This design comes from an exercise in tuning for a short achievable clock period and few clock cycles on the open sky130 flow, not from production work. At most, simulation tests tie the RTL to the original design; equivalence was not proved. The RTL of run 1 was laid out without a check of its function.

==> design.v <==
`default_nettype none
module processor( input         clk, reset,
                  output [31:0] PC,
                  input  [31:0] instruction,
                  output        WE,
                  output [31:0] address_to_mem,
                  output [31:0] data_to_mem,
                  input  [31:0] data_from_mem
                );
    reg  [31:0] pc_q;
    reg         mc_q;           
    reg         s2_v;           
    reg         s2_wen;         
    reg  [3:0]  s2_k;
    reg  [4:0]  s2_rd;
    reg  [31:0] s2_a, s2_b;
    reg  [31:0] sd_q;           
    reg         we_q;
    reg         d_rem, d_first;
    reg  [31:0] d_r, d_q;
    reg  [1:0]  d_idx;          
    assign PC = pc_q;
    assign WE = we_q;
    assign data_to_mem = sd_q;
    wire [31:0] pc4 = pc_q + 32'd4;
    wire [31:0] sum;
    rv_add add_inst ( .a(s2_a), .b(s2_b), .y(sum) );
    assign address_to_mem = sum;
    wire [31:0] o_r, o_q, d_res;
    wire [1:0]  c_idx;
    wire        d_done;
    rv_div div_inst ( .a(s2_a), .b(s2_b), .rem(d_rem), .first(d_first),
                      .r_in(d_r), .q_in(d_q), .idx_in(d_idx),
                      .r_out(o_r), .q_out(o_q), .idx_out(c_idx),
                      .done(d_done), .res(d_res) );
    wire [31:0] s2_res;
    rv_alu alu_inst ( .k(s2_k), .a(s2_a), .b(s2_b), .pc4(pc4), .div_res(d_res),
                      .res(s2_res) );
    wire s2_isdiv = s2_v && s2_k == 4'd7;
    wire stall    = s2_isdiv && !d_done;
    wire s2_write = s2_v && s2_wen && !stall;
    wire [1023:0] rf_flat;
    assign rf_flat[31:0] = 32'd0;
    genvar gi;
    generate
        for (gi = 1; gi < 32; gi = gi + 1) begin : g_rf
            reg [31:0] r;
            always @(posedge clk)
                if (s2_write && s2_rd == gi) r <= s2_res;
            assign rf_flat[gi*32 +: 32] = r;
        end
    endgenerate
    always @(posedge clk or posedge reset) begin
        if (reset) d_first <= 1'b0;
        else       d_first <= !stall;     
    end
    always @(posedge clk) begin
        if (stall) begin
            d_r   <= o_r;
            d_q   <= o_q;
            d_idx <= c_idx - 2'd1;
        end
    end
    wire [31:0] pc_n, n_a, n_b, rv2;
    wire        first, n_v, n_wen, we_n;
    wire [3:0]  n_k;
    rv_stage1 st1_inst ( .instruction(instruction), .rf(rf_flat), .pc(pc_q), .pc4(pc4),
                         .mc(mc_q), .fw_en(s2_write), .fw_rd(s2_rd), .fw_val(s2_res),
                         .data_from_mem(data_from_mem), .jalr_tgt(sum),
                         .pc_n(pc_n), .first(first), .n_v(n_v), .n_wen(n_wen),
                         .n_k(n_k), .n_a(n_a), .n_b(n_b), .rv2(rv2), .we_n(we_n) );
    always @(posedge clk or posedge reset) begin
        if (reset) begin
            pc_q <= 32'd0;
            mc_q <= 1'b0;
            s2_v <= 1'b0;
            we_q <= 1'b0;
        end else if (!stall) begin
            if (!first) pc_q <= pc_n;
            mc_q <= first;
            s2_v <= n_v;
            we_q <= we_n;
        end
    end
    always @(posedge clk) begin
        if (!stall) begin
            s2_wen <= n_wen;
            s2_k   <= n_k;
            s2_rd  <= instruction[11:7];
            s2_a   <= n_a;
            s2_b   <= n_b;
            sd_q   <= rv2;
            d_rem  <= instruction[13];
        end
    end
endmodule
module rv_stage1 ( input  [31:0]   instruction,
                   input  [1023:0] rf,
                   input  [31:0]   pc, pc4,
                   input           mc,
                   input           fw_en,
                   input  [4:0]    fw_rd,
                   input  [31:0]   fw_val,
                   input  [31:0]   data_from_mem,
                   input  [31:0]   jalr_tgt,
                   output [31:0]   pc_n,
                   output          first,
                   output reg      n_v, n_wen,
                   output reg [3:0]  n_k,
                   output reg [31:0] n_a, n_b,
                   output [31:0]   rv2,
                   output          we_n );
    wire [6:0] op  = instruction[6:0];
    wire [2:0] f3  = instruction[14:12];
    wire [6:0] f7  = instruction[31:25];
    wire [4:0] rd  = instruction[11:7];
    wire [4:0] ra1 = instruction[19:15];
    wire [4:0] ra2 = instruction[24:20];
    wire is_r    = op == 7'b0110011;
    wire is_addi = op == 7'b0010011;
    wire is_br   = op == 7'b1100011;
    wire is_lw   = op == 7'b0000011;
    wire is_sw   = op == 7'b0100011;
    wire is_lui  = op == 7'b0110111;
    wire is_jal  = op == 7'b1101111;
    wire is_jalr = op == 7'b1100111;
    wire is_aui  = op == 7'b0010111;
    wire [31:0] imm_i = {{20{instruction[31]}}, instruction[31:20]};
    wire [31:0] imm_s = {{20{instruction[31]}}, instruction[31:25], instruction[11:7]};
    wire [31:0] imm_b = {{20{instruction[31]}}, instruction[7], instruction[30:25], instruction[11:8], 1'b0};
    wire [31:0] imm_u = {instruction[31:12], 12'd0};
    wire [31:0] imm_j = {{12{instruction[31]}}, instruction[19:12], instruction[20], instruction[30:21], 1'b0};
    wire fw1 = fw_en && fw_rd == ra1;
    wire fw2 = fw_en && fw_rd == ra2;
    wire [31:0] rv1 = fw1 ? fw_val : rf[ra1*32 +: 32];
    assign      rv2 = fw2 ? fw_val : rf[ra2*32 +: 32];
    wire beq_t = rv1 == rv2;
    wire blt_t = $signed(rv1) < $signed(rv2);
    wire taken = is_br && ((f3 == 3'b000) ? beq_t : (f3 == 3'b100) ? blt_t : 1'b0);
    wire [31:0] tgt = pc + (is_jal ? imm_j : imm_b);
    wire two = is_lw | is_sw | is_jalr;      
    assign first = two & !mc;                
    wire jalr2 = is_jalr & mc;
    wire [31:0] seq = jalr2 ? jalr_tgt : pc4;
    assign pc_n = (is_jal | taken) ? tgt : seq;
    assign we_n = is_sw & !mc;
    wire mdiv = f7 == 7'b0000001;
    always @(*) begin
        n_v = 1'b1; n_wen = rd != 5'd0; n_k = 4'd0; n_a = rv1; n_b = rv2;
        if (is_r) begin
            if (mdiv) n_k = 4'd7;
            else case (f3)
                3'b000:  n_k = f7[5] ? 4'd1 : 4'd0;
                3'b111:  n_k = 4'd2;
                3'b010:  n_k = 4'd3;
                3'b001:  n_k = 4'd4;
                3'b101:  n_k = f7[5] ? 4'd6 : 4'd5;
                default: n_k = 4'd0;
            endcase
        end else if (is_addi) begin
            n_b = imm_i;
        end else if (is_lui) begin
            n_k = 4'd8; n_a = imm_u;
        end else if (is_aui) begin
            n_a = pc; n_b = imm_u;
        end else if (is_jal) begin
            n_k = 4'd8; n_a = pc4;
        end else if (is_jalr) begin
            n_k = 4'd10; n_b = imm_i;
            if (mc) n_v = 1'b0;
        end else if (is_lw) begin
            n_k = 4'd9; n_b = imm_i; n_wen = 1'b0;
            if (mc) begin n_k = 4'd8; n_a = data_from_mem; n_wen = rd != 5'd0; end
        end else if (is_sw) begin
            n_k = 4'd9; n_b = imm_s; n_wen = 1'b0;
            if (mc) n_v = 1'b0;
        end else begin
            n_v = 1'b0;
        end
    end
endmodule
module rv_add ( input [31:0] a, b, output [31:0] y );
    assign y = a + b;
endmodule
module rv_alu ( input [3:0] k, input [31:0] a, b, pc4, div_res, output reg [31:0] res );
    wire [31:0] sum  = a + b;
    wire [31:0] diff = a - b;
    wire        slt  = $signed(a) < $signed(b);
    wire        big  = |b[31:5];
    wire signed [31:0] as = a;
    wire [31:0] shl  = big ? 32'd0 : (a << b[4:0]);
    wire [31:0] shr  = big ? 32'd0 : (a >> b[4:0]);
    wire [31:0] sra0 = as >>> b[4:0];
    wire [31:0] sra  = big ? {32{a[31]}} : sra0;
    always @(*) begin
        case (k)
            4'd0:  res = sum;
            4'd1:  res = diff;
            4'd2:  res = a & b;
            4'd3:  res = {31'd0, slt};
            4'd4:  res = shl;
            4'd5:  res = shr;
            4'd6:  res = sra;
            4'd7:  res = div_res;
            4'd10: res = pc4;
            default: res = a;
        endcase
    end
endmodule
module rv_div ( input  [31:0] a, b,
                input         rem, first,
                input  [31:0] r_in, q_in,
                input  [1:0]  idx_in,
                output [31:0] r_out, q_out,
                output [1:0]  idx_out,
                output        done,
                output [31:0] res );
    wire [31:0] mag_a = a[31] ? -a : a;
    wire [31:0] mag_b = b[31] ? -b : b;
    wire [33:0] mag_b3 = {2'b00, mag_b} + {1'b0, mag_b, 1'b0};
    function [35:0] r16;        
        input [31:0] r;
        input [3:0]  nib;
        input [31:0] bb;
        input [33:0] b3;
        reg   [36:0] rn, y;
        reg   [36:0] m0, m1;
        reg   [15:0] ge;
        reg   [31:0] ro;
        reg   [3:0]  q;
        integer k;
        begin
            rn = ~{1'b0, r, nib};               
            ge = 16'd1;
            ro = {r[27:0], nib};
            q  = 4'd0;
            for (k = 1; k < 16; k = k + 1) begin
                case (k[3:2])
                    2'd0: m0 = 37'd0;
                    2'd1: m0 = {3'd0, bb, 2'd0};
                    2'd2: m0 = {2'd0, bb, 3'd0};
                    default: m0 = {1'b0, b3, 2'd0};
                endcase
                case (k[1:0])
                    2'd0: m1 = 37'd0;
                    2'd1: m1 = {5'd0, bb};
                    2'd2: m1 = {4'd0, bb, 1'b0};
                    default: m1 = {3'd0, b3};
                endcase
                y = rn + m0 + m1;               
                ge[k] = y[36];                  
            end
            for (k = 1; k < 16; k = k + 1) begin
                case (k[3:2])
                    2'd0: m0 = 37'd0;
                    2'd1: m0 = {3'd0, bb, 2'd0};
                    2'd2: m0 = {2'd0, bb, 3'd0};
                    default: m0 = {1'b0, b3, 2'd0};
                endcase
                case (k[1:0])
                    2'd0: m1 = 37'd0;
                    2'd1: m1 = {5'd0, bb};
                    2'd2: m1 = {4'd0, bb, 1'b0};
                    default: m1 = {3'd0, b3};
                endcase
                y = rn + m0 + m1;
                if (ge[k] && (k == 15 || !ge[(k + 1) % 16])) begin
                    ro = ~y[31:0];
                    q  = k;
                end
            end
            r16 = {q, ro};
        end
    endfunction
    wire        t1 = (mag_a >> 8)  < mag_b;
    wire        t2 = (mag_a >> 16) < mag_b;
    wire        t3 = (mag_a >> 24) < mag_b;
    reg  [31:0] f_r;
    reg  [7:0]  f_byte;
    reg  [1:0]  f_idx;          
    always @(*) begin
        if (t1)      begin f_r = {8'd0, mag_a[31:8]};  f_byte = mag_a[7:0];   f_idx = 2'd0; end
        else if (t2) begin f_r = {16'd0, mag_a[31:16]}; f_byte = mag_a[15:8];  f_idx = 2'd1; end
        else if (t3) begin f_r = {24'd0, mag_a[31:24]}; f_byte = mag_a[23:16]; f_idx = 2'd2; end
        else         begin f_r = 32'd0;                 f_byte = mag_a[31:24]; f_idx = 2'd3; end
    end
    wire [31:0] b_r    = first ? f_r : r_in;
    wire [7:0]  b_byte = first ? f_byte : mag_a[{idx_in, 3'd0} +: 8];
    wire [31:0] b_q    = first ? 32'd0 : q_in;
    wire [35:0] dg1 = r16(b_r, b_byte[7:4], mag_b, mag_b3);
    wire [35:0] dg2 = r16(dg1[31:0], b_byte[3:0], mag_b, mag_b3);
    assign r_out   = dg2[31:0];
    assign q_out   = {b_q[23:0], dg1[35:32], dg2[35:32]};
    assign idx_out = first ? f_idx : idx_in;
    wire   bz      = b == 32'd0;
    assign done    = bz | (idx_out == 2'd0);
    wire [31:0] x  = bz ? (rem ? a : 32'hffffffff) : (rem ? r_out : q_out);
    wire   neg     = !bz & (rem ? a[31] : a[31] ^ b[31]);
    assign res     = (x ^ {32{neg}}) + {31'd0, neg};
endmodule
`default_nettype wire
==> flow/run.sh <==
#!/bin/bash
# The standard ORFS layout (the standard.sh), with repair_timing asked to
# keep a setup margin: the I/O delays are fixed at 30 ns, so at the 150 ns
# clock every path has a large positive slack and the resizer would otherwise
# leave the critical paths alone.
set -euo pipefail
bash standard.sh SETUP_SLACK_MARGIN=116 finish > standard_make.log 2>&1
==> standard.sh <==
#!/bin/bash
# synth_recipe.tcl (not shown) runs the flow's synth.tcl, then flattens the netlist and writes it again
# the make line also repeats each setting of config.mk as NAME=value (left out here)
make -C /OpenROAD-flow-scripts/flow DESIGN_CONFIG=/design/flow/config.mk WORK_HOME=/design/flow/orfs CLKGATE_MAP_FILE= SYNTH_SCRIPT=/design/flow/synth_recipe.tcl "${@:-finish}"
==> config.mk <==
export PLATFORM = sky130hd
export DESIGN_NAME = processor
export DESIGN_NICKNAME = processor
export VERILOG_FILES = /design/flow/design.v
export SDC_FILE = /design/flow/constraint.sdc
export NUM_CORES = 4
export LEC_CHECK = 0
export CAP_MARGIN = 20
export CORE_MARGIN = 2
export CORE_UTILIZATION = 40
export SLEW_MARGIN = 20
export SYNTH_HIERARCHICAL = 1
==> constraint.sdc <==
create_clock -name core_clock -period 150.0 [get_ports {clk}]
set_input_delay 30.0000 -clock core_clock [delete_from_list [all_inputs] [get_ports {clk}]]
set_output_delay 30.0000 -clock core_clock [all_outputs]
set_load 0.01 [all_outputs]
==> flow_summary.toml, run 1 <==
[layout]
drive_gt1_frac = 0.149
nets = 15500
fillers = 31400
instances_no_fill = 18800
area_delta_synth_final_pct = 13.3

[grt]
grt_overflow = 0
track_usage = 0.378
grt_pass1_wl_um = 907000
grt_max_degree = 73
grt_pass1_vias = 120000
antenna_found_initial = 42

[sta]
worst_slew_pin_slew_ps = 1330
setup_ws_ps = 115950
slew_violations = 0
rsz0062_at_grt = "true"
period_minus_slack_ps = 34050
hold_viol = 0
finClkSkew_ps = 91.4
max_freq_mhz = 29.4
finalSetupTns_ps = 0
maxSlewHeadroom = 0.111
setup_violations = 0
timing.final.crit_share = 0.227

[place]
post-dp-hpwl_um = 473000
routabilityCongestion = 1.05
io_buffers = 162
dp_slack_ps = 113150
placed_cells_incl_taps = 18400

[routing]
drtAntennaViolNets = 0
vias = 129000
initialDrtViolationCount = 18400
dr.pass1.iters = 11
avgViaCountPerCell = 6.88
wl_um = 657000
wire_per_inst_um = 34.9
route.detailed.drc = 0

[clock_tree]
htreeDepth = 3
cts_tree = "yes"
clk_latency_ps = 810
cts.reportedPaths.clkPinSlew_ps = 60
clock_sinks = 1193
cts_root_buffer = "clkbuf_16"
cts_buffer_depth = 3
cts_made_buffers = 120

[floorplan]
fp.dieH_um = 579
ioPinCount = 163
die_w_um = 579
rows = 211
start_util = 0.401
die_area_um2 = 336000
core_area_um2 = 330000

[setup_path]
reg2regPathDepth = 118
start_kind = "input port"
endpoint = "pc_q[29]"
r2r-end = "pc_q[29]"
critPathRequiredTime_ps = 150670
critPathKind = "input port to register"
worst_ep_arrival_time_ps = 34720
worstSetupStartpoint = "instruction[15]"
rrSetupSlack_ps = 117550
cp_max_fo = 12
cp-end-kind = "register"
r2r_start = "s2_b[5]"

[min_path]
holdPathStages = 1
hold_path_class = "register to register"

[synthesis]
syn_avg_cell_area_um2 = 9.49
synth_area_um2 = 132000
postSynthCellCount = 14000
yosys_warnings = 10

[job]
cap_violations = 0

[outcome]
status = "timing/DRC/antenna clean"
==> critical path: stages <==
cell and delay [ps]:
buf_16 150, buf_4 140, buf_12 110, buf_16 140
mux4_2 490, mux4_2 510, mux2i_4 190, a21oi_2 110
ha_1 330, nand4_4 140, or3_4 440, a2111oi_4 370
o41ai_4 90, buf_6 160, a211oi_4 250, buf_12 160
nor3_4 50, buf_12 160, a2111o_1 310, o221a_4 120
mux2_4 250
==> registers in the layout, indices dropped and copies added, names as in the netlist <==
register,cells
d_first,1
d_idx,2
d_q,24
d_r,32
d_rem,1
g_rf.r,992
mc_q,1
pc_q,32
s2_a,32
s2_b,32
s2_k,4
s2_rd,5
s2_v,1
s2_wen,1
sd_q,32
we_q,1
==> layout by cell type, fill, tap and decap left out, types with 129 or more instances in the layout <==
cell type and n:
ha_1 1123, o21bai_1 227, nor2b_1 177, buf_4 541, a21o_1 475, nor3_1 273
inv_1 511, nor2_1 939, xnor2_1 678, nand4_1 134, nand2_1 940, clkbuf_16 129
edfxtp_1 1157, o21ai_0 767, a31oi_1 168, mux4_2 638, a21oi_1 1164, clkdlybuf4s50_1 137
o21a_1 144, mux2i_1 232, a211oi_1 175, nand3_1 291, o211ai_1 163, xor2_1 340
nand2b_1 173
==> stage by stage <==
step	util	hold WS, ps	area, um^2
after floorplan	-	550	133000
after global placement	0.429	610	142000
after detailed placement	0.429	625	142000
after CTS	0.450	639	149000
after global routing	0.454	652	150000
final	0.455	630	150000
==> layout make-up <==
cell class,count,area (um^2),area share
antenna,40,100,0.000667
clock buffer,131,3050,0.0204
clock inverter,96,1330,0.00885
inverter,556,2090,0.0139
multi-input combinational,11600,94100,0.627
sequential,1193,35600,0.238
tap,4366,5460,0.0364
timing repair buffer,805,8240,0.0550
==> per-layer routing <==
| metal | up-vias | global-route usage | share of wire |
|---|---|---|---|
| met5 | - | 0 | 0.00025 |
| met4 | 20 | 0.313 | 0.099 |
| met3 | 2353 | 0.0995 | 0.13 |
| met2 | 9452 | 0.558 | 0.42 |
| met1 | 62400 | 0.463 | 0.36 |
| li1 | 55200 | - | - |
==> repair_timing <==
| action | in CTS | in global routing |
|---|---|---|
| setup endpoints to repair | 58 | 46 |
| cloned | 49 | 10 |
| buffers inserted | 38 | 55 |
| pin swaps | 20 | 31 |
| hold buffers | 0 | 0 |
| resized for setup | 202 | 100 |
==> worst min-delay path by stage <==
stage                 start      end  slack (ps)
floorplan              we_q     we_q         550
global placement    d_q[12]  d_q[20]         610
detailed placement     we_q     we_q         620
CTS                 d_q[11]  d_q[19]         640
global route        d_q[11]  d_q[19]         650
finish              d_q[11]  d_q[19]         630
==> inputs of run 2 (changes only) <==
--- a/design.v
+++ b/design.v
@@ -8,5 +8,7 @@
                   input  [31:0] data_from_mem
                 );
-    reg  [31:0] pc_q;
+    reg  [31:0] pca_q, pcb_q;   
+    reg         pcsel_q;
+    reg  [31:0] ad_a, ad_b;     
     reg         mc_q;           
     reg         s2_v;           
@@ -20,10 +22,11 @@
     reg  [31:0] d_r, d_q;
     reg  [1:0]  d_idx;          
-    assign PC = pc_q;
+    wire [31:0] pc_cur = pcsel_q ? pca_q : pcb_q;
+    assign PC = pc_cur;
     assign WE = we_q;
     assign data_to_mem = sd_q;
-    wire [31:0] pc4 = pc_q + 32'd4;
+    wire [31:0] pc4 = pc_cur + 32'd4;
     wire [31:0] sum;
-    rv_add add_inst ( .a(s2_a), .b(s2_b), .y(sum) );
+    rv_add add_inst ( .a(ad_a), .b(ad_b), .y(sum) );
     assign address_to_mem = sum;
     wire [31:0] o_r, o_q, d_res;
@@ -62,20 +65,33 @@
         end
     end
-    wire [31:0] pc_n, n_a, n_b, rv2;
-    wire        first, n_v, n_wen, we_n;
+    wire [31:0] tgt, seq, n_a, n_b, rv1, rv2, n_adb;
+    wire        first, n_v, n_wen, we_n, take;
     wire [3:0]  n_k;
-    rv_stage1 st1_inst ( .instruction(instruction), .rf(rf_flat), .pc(pc_q), .pc4(pc4),
+    rv_stage1 st1_inst ( .instruction(instruction), .rf(rf_flat), .pc(pc_cur), .pc4(pc4),
                          .mc(mc_q), .fw_en(s2_write), .fw_rd(s2_rd), .fw_val(s2_res),
                          .data_from_mem(data_from_mem), .jalr_tgt(sum),
-                         .pc_n(pc_n), .first(first), .n_v(n_v), .n_wen(n_wen),
-                         .n_k(n_k), .n_a(n_a), .n_b(n_b), .rv2(rv2), .we_n(we_n) );
+                         .tgt(tgt), .seq(seq), .first(first), .n_v(n_v), .n_wen(n_wen),
+                         .n_k(n_k), .n_a(n_a), .n_b(n_b), .rv1(rv1), .rv2(rv2),
+                         .n_adb(n_adb), .we_n(we_n) );
+    rv_take take_inst ( .instruction(instruction), .rf(rf_flat), .fw_en(s2_write),
+                        .fw_rd(s2_rd), .fw_val(s2_res), .take(take) );
+    wire hold = stall | first;
+    always @(posedge clk or posedge reset) begin
+        if (reset) begin
+            pca_q   <= 32'd0;
+            pcb_q   <= 32'd0;
+            pcsel_q <= 1'b0;
+        end else begin
+            pca_q   <= hold ? pc_cur : tgt;
+            pcb_q   <= hold ? pc_cur : seq;
+            pcsel_q <= take & !hold;
+        end
+    end
     always @(posedge clk or posedge reset) begin
         if (reset) begin
-            pc_q <= 32'd0;
             mc_q <= 1'b0;
             s2_v <= 1'b0;
             we_q <= 1'b0;
         end else if (!stall) begin
-            if (!first) pc_q <= pc_n;
             mc_q <= first;
             s2_v <= n_v;
@@ -91,4 +107,6 @@
             s2_b   <= n_b;
             sd_q   <= rv2;
+            ad_a   <= rv1;
+            ad_b   <= n_adb;
             d_rem  <= instruction[13];
         end
@@ -104,10 +122,10 @@
                    input  [31:0]   data_from_mem,
                    input  [31:0]   jalr_tgt,
-                   output [31:0]   pc_n,
+                   output [31:0]   tgt, seq,
                    output          first,
                    output reg      n_v, n_wen,
                    output reg [3:0]  n_k,
                    output reg [31:0] n_a, n_b,
-                   output [31:0]   rv2,
+                   output [31:0]   rv1, rv2, n_adb,
                    output          we_n );
     wire [6:0] op  = instruction[6:0];
@@ -133,15 +151,12 @@
     wire fw1 = fw_en && fw_rd == ra1;
     wire fw2 = fw_en && fw_rd == ra2;
-    wire [31:0] rv1 = fw1 ? fw_val : rf[ra1*32 +: 32];
-    assign      rv2 = fw2 ? fw_val : rf[ra2*32 +: 32];
-    wire beq_t = rv1 == rv2;
-    wire blt_t = $signed(rv1) < $signed(rv2);
-    wire taken = is_br && ((f3 == 3'b000) ? beq_t : (f3 == 3'b100) ? blt_t : 1'b0);
-    wire [31:0] tgt = pc + (is_jal ? imm_j : imm_b);
+    assign rv1 = fw1 ? fw_val : rf[ra1*32 +: 32];
+    assign rv2 = fw2 ? fw_val : rf[ra2*32 +: 32];
+    assign tgt = pc + (is_jal ? imm_j : imm_b);
+    assign n_adb = is_sw ? imm_s : imm_i;
     wire two = is_lw | is_sw | is_jalr;      
     assign first = two & !mc;                
     wire jalr2 = is_jalr & mc;
-    wire [31:0] seq = jalr2 ? jalr_tgt : pc4;
-    assign pc_n = (is_jal | taken) ? tgt : seq;
+    assign seq = jalr2 ? jalr_tgt : pc4;
     assign we_n = is_sw & !mc;
     wire mdiv = f7 == 7'b0000001;
@@ -180,4 +195,31 @@
     end
 endmodule
+module rv_take ( input  [31:0]   instruction,
+                 input  [1023:0] rf,
+                 input           fw_en,
+                 input  [4:0]    fw_rd,
+                 input  [31:0]   fw_val,
+                 output          take );
+    wire [6:0] op  = instruction[6:0];
+    wire [2:0] f3  = instruction[14:12];
+    wire [4:0] ra1 = instruction[19:15];
+    wire [4:0] ra2 = instruction[24:20];
+    wire fw1 = fw_en && fw_rd == ra1;
+    wire fw2 = fw_en && fw_rd == ra2;
+    reg  [31:0] v1, v2;
+    integer i;
+    always @(*) begin
+        v1 = fw1 ? fw_val : 32'd0;
+        v2 = fw2 ? fw_val : 32'd0;
+        for (i = 1; i < 32; i = i + 1) begin
+            if (!fw1 && ra1 == i) v1 = v1 | rf[i*32 +: 32];
+            if (!fw2 && ra2 == i) v2 = v2 | rf[i*32 +: 32];
+        end
+    end
+    wire beq_t = v1 == v2;
+    wire blt_t = $signed(v1) < $signed(v2);
+    assign take = (op == 7'b1101111) |
+                  ((op == 7'b1100011) && ((f3 == 3'b000) ? beq_t : (f3 == 3'b100) ? blt_t : 1'b0));
+endmodule
 module rv_add ( input [31:0] a, b, output [31:0] y );
     assign y = a + b;
--- a/flow/run.sh
+++ b/flow/run.sh
@@ -5,3 +5,3 @@
 # leave the critical paths alone.
 set -euo pipefail
-bash standard.sh SETUP_SLACK_MARGIN=116 finish > standard_make.log 2>&1
+bash standard.sh SETUP_SLACK_MARGIN=118.5 finish > standard_make.log 2>&1
==> flow_summary.toml, run 2 <==
[grt]
grt_pass1_wl_um = 1350000
grt_pass1_vias = 157000
grt_max_degree = 128
antenna_found_initial = 100
grt_overflow = 0
track_usage = 0.504

[setup_path]
start_kind = "input port"
cp-end-kind = "register"
cp_slowest_stage_delay_ps = 550
slowest_stage = "o211ai_1"
path_cells = "buf_4 -> xnor2_4 -> nand2_4 -> buf_16 -> o211ai_1 -> buf_4 -> o2111ai_1 -> or4_1 -> nor4_1 -> ha_4 -> nand4_1 -> nor3_4 -> o21a_1 -> o31ai_1 -> a211oi_4 -> inv_2 -> nor2_1"
critPathRequiredTime_ps = 150870
reg2regPathDepth = 113
critPathKind = "input port to register"
worst_ep_arrival_time_ps = 34980
crit_top_cell = "buf_4"
cp_max_fo = 81

[routing]
route.detailed.drc = 0
wire_per_inst_um = 44.9
avgViaCountPerCell = 7.64
dr.pass1.iters = 14
drtAntennaViolNets = 0
wl_um = 1030000
initialDrtViolationCount = 29700
vias = 174000

[floorplan]
rows = 227
start_util = 0.401
ioPinCount = 163
die_area_um2 = 388000
die_w_um = 623
fp.dieH_um = 623
core_area_um2 = 381000

[sta]
setup_violations = 0
slew_violations = 0
timing.final.crit_share = 0.227
finalSetupTns_ps = 0
max_freq_mhz = 29.3
period_minus_slack_ps = 34110
hold_viol = 0
maxSlewHeadroom = 0.0710
finClkSkew_ps = 127
rsz0062_at_grt = "true"
whs_ps = 564
worst_slew_pin_slew_ps = 1380

[clock_tree]
cts_root_buffer = "clkbuf_16"
cts.reportedPaths.clkPinSlew_ps = 70
cts_made_buffers = 150
cts_buffer_depth = 4
htreeDepth = 4
cts_tree = "yes"
clk_latency_ps = 970
clock_sinks = 1290

[place]
post-dp-hpwl_um = 693000
routabilityCongestion = 1.07
io_buffers = 162

[layout]
largest_register_ffs = 992
fin_util = 0.488
layout_commonest_cell = "nand2_1"
max_flop_register = "g_rf.r"
final_cell_mix = "nand2_1, edfxtp_1, a21oi_1"
area_delta_synth_final_pct = 21.7
nets = 18800
drive_gt1_frac = 0.212

[min_path]
holdPathStages = 2
hold_path_class = "register to register"

[synthesis]
syn_avg_cell_area_um2 = 9.11
postSynthCellCount = 16800
yosys_warnings = 11
synth_area_um2 = 153000

[job]
cap_violations = 0

[outcome]
status = "timing/DRC/antenna clean"
[run 2: area by class of cell]
| class | count | area [um^2] |
|---|---|---|
| diodes | 102 | 255 |
| fillers | 35400 | 195000 |
| well taps | 5038 | 6300 |
| flip-flops and latches | 1290 | 38400 |
| repair inverters | 1 | 8.76 |
| clock buffers | 174 | 3890 |
| repair buffers | 1640 | 19400 |
| clock inverters | 88 | 960 |
| multi-input cells | 13900 | 115000 |
| inverters | 620 | 2430 |
[run 2: what timing repair did]
item / 4_1_cts / 5_1_grt
gates resized for setup: 1740 / 477
setup buffers: 457 / 216
pin swaps: 243 / 139
setup endpoints to repair: 351 / 823
hold buffers: 0 / 0
gates cloned: 110 / 27
[run 2: routing by layer]
| metal | vias up | GRT usage | wire length [um] |
|---|---|---|---|
| met5 | - | 0.00889 | 1000 |
| met4 | 70 | 0.483 | 127000 |
| met3 | 5546 | 0.200 | 146000 |
| met2 | 16400 | 0.709 | 410000 |
| met1 | 84300 | 0.575 | 342000 |
| li1 | 68100 | - | - |
[run 2: worst paths after layout]
check	start	to	slack [ps]
max	instruction[22]	pcsel_q	115890
max reg2reg	s2_b[6]	pcsel_q	116870
min reg2reg	we_q	we_q	560
min	we_q	we_q	560
max in group asynchronous	reset	pcb_q[28]	119370
min in group asynchronous	reset	s2_v	29370
[run 2: per-stage QoR]
step | std cells | setup slack (ps) | instance area, um^2
after CTS | 22500 | 116370 | 182000
final | 22800 | 115890 | 186000
after global routing | 22700 | 116110 | 186000
after global placement | 21700 | 112230 | 164000
after floorplan | 16900 | 116450 | 155000
after detailed placement | 21700 | 112290 | 164000
[run 2: critical path, delay by kind of cell]
family,cells,cell delay [ps]
AND/OR/NAND/NOR,6,1980
AO/OA/AOI/OAI,5,1410
adder cells (fa/ha/maj),1,230
XOR/XNOR,1,210
buffers and inverters,4,1000
Testbench counts of run 2, summed over its fixed seeds: cycles 32,499.

re-timing with driven ports:
The results above use ideal ports. As a check the final layouts listed here were re-extracted and re-timed, cells and wires unchanged. Step 1, drivers: a clkbuf_16 drives clk and a buf_2 each remaining input, both assumed. Step 2, shift: input delay + t, output delay - t, t = (earliest + latest rising clock arrival at the registers) / 2. This alone moves slack from input paths to output paths. Three values: ideal ports, drivers, drivers and shift; two values: the first two.
| run | t, ns | setup WS [ns] | worst hold slack (ns) | worst setup path at the end |
|---|---|---|---|---|
| run 1 | 0.854 | 115.948 / 115.694 / 114.840 | 0.630 / 0.630 / 0.630 | input to register |
| run 2 | 1.015 | 115.885 / 115.606 / 114.591 | 0.564 / 0.564 / 0.564 | input to register |
After both steps setup and hold are still met in every run listed. For run 2, which loses most, drivers alone change the setup slack by -0.279 ns; drivers and shift together by -1.294 ns.
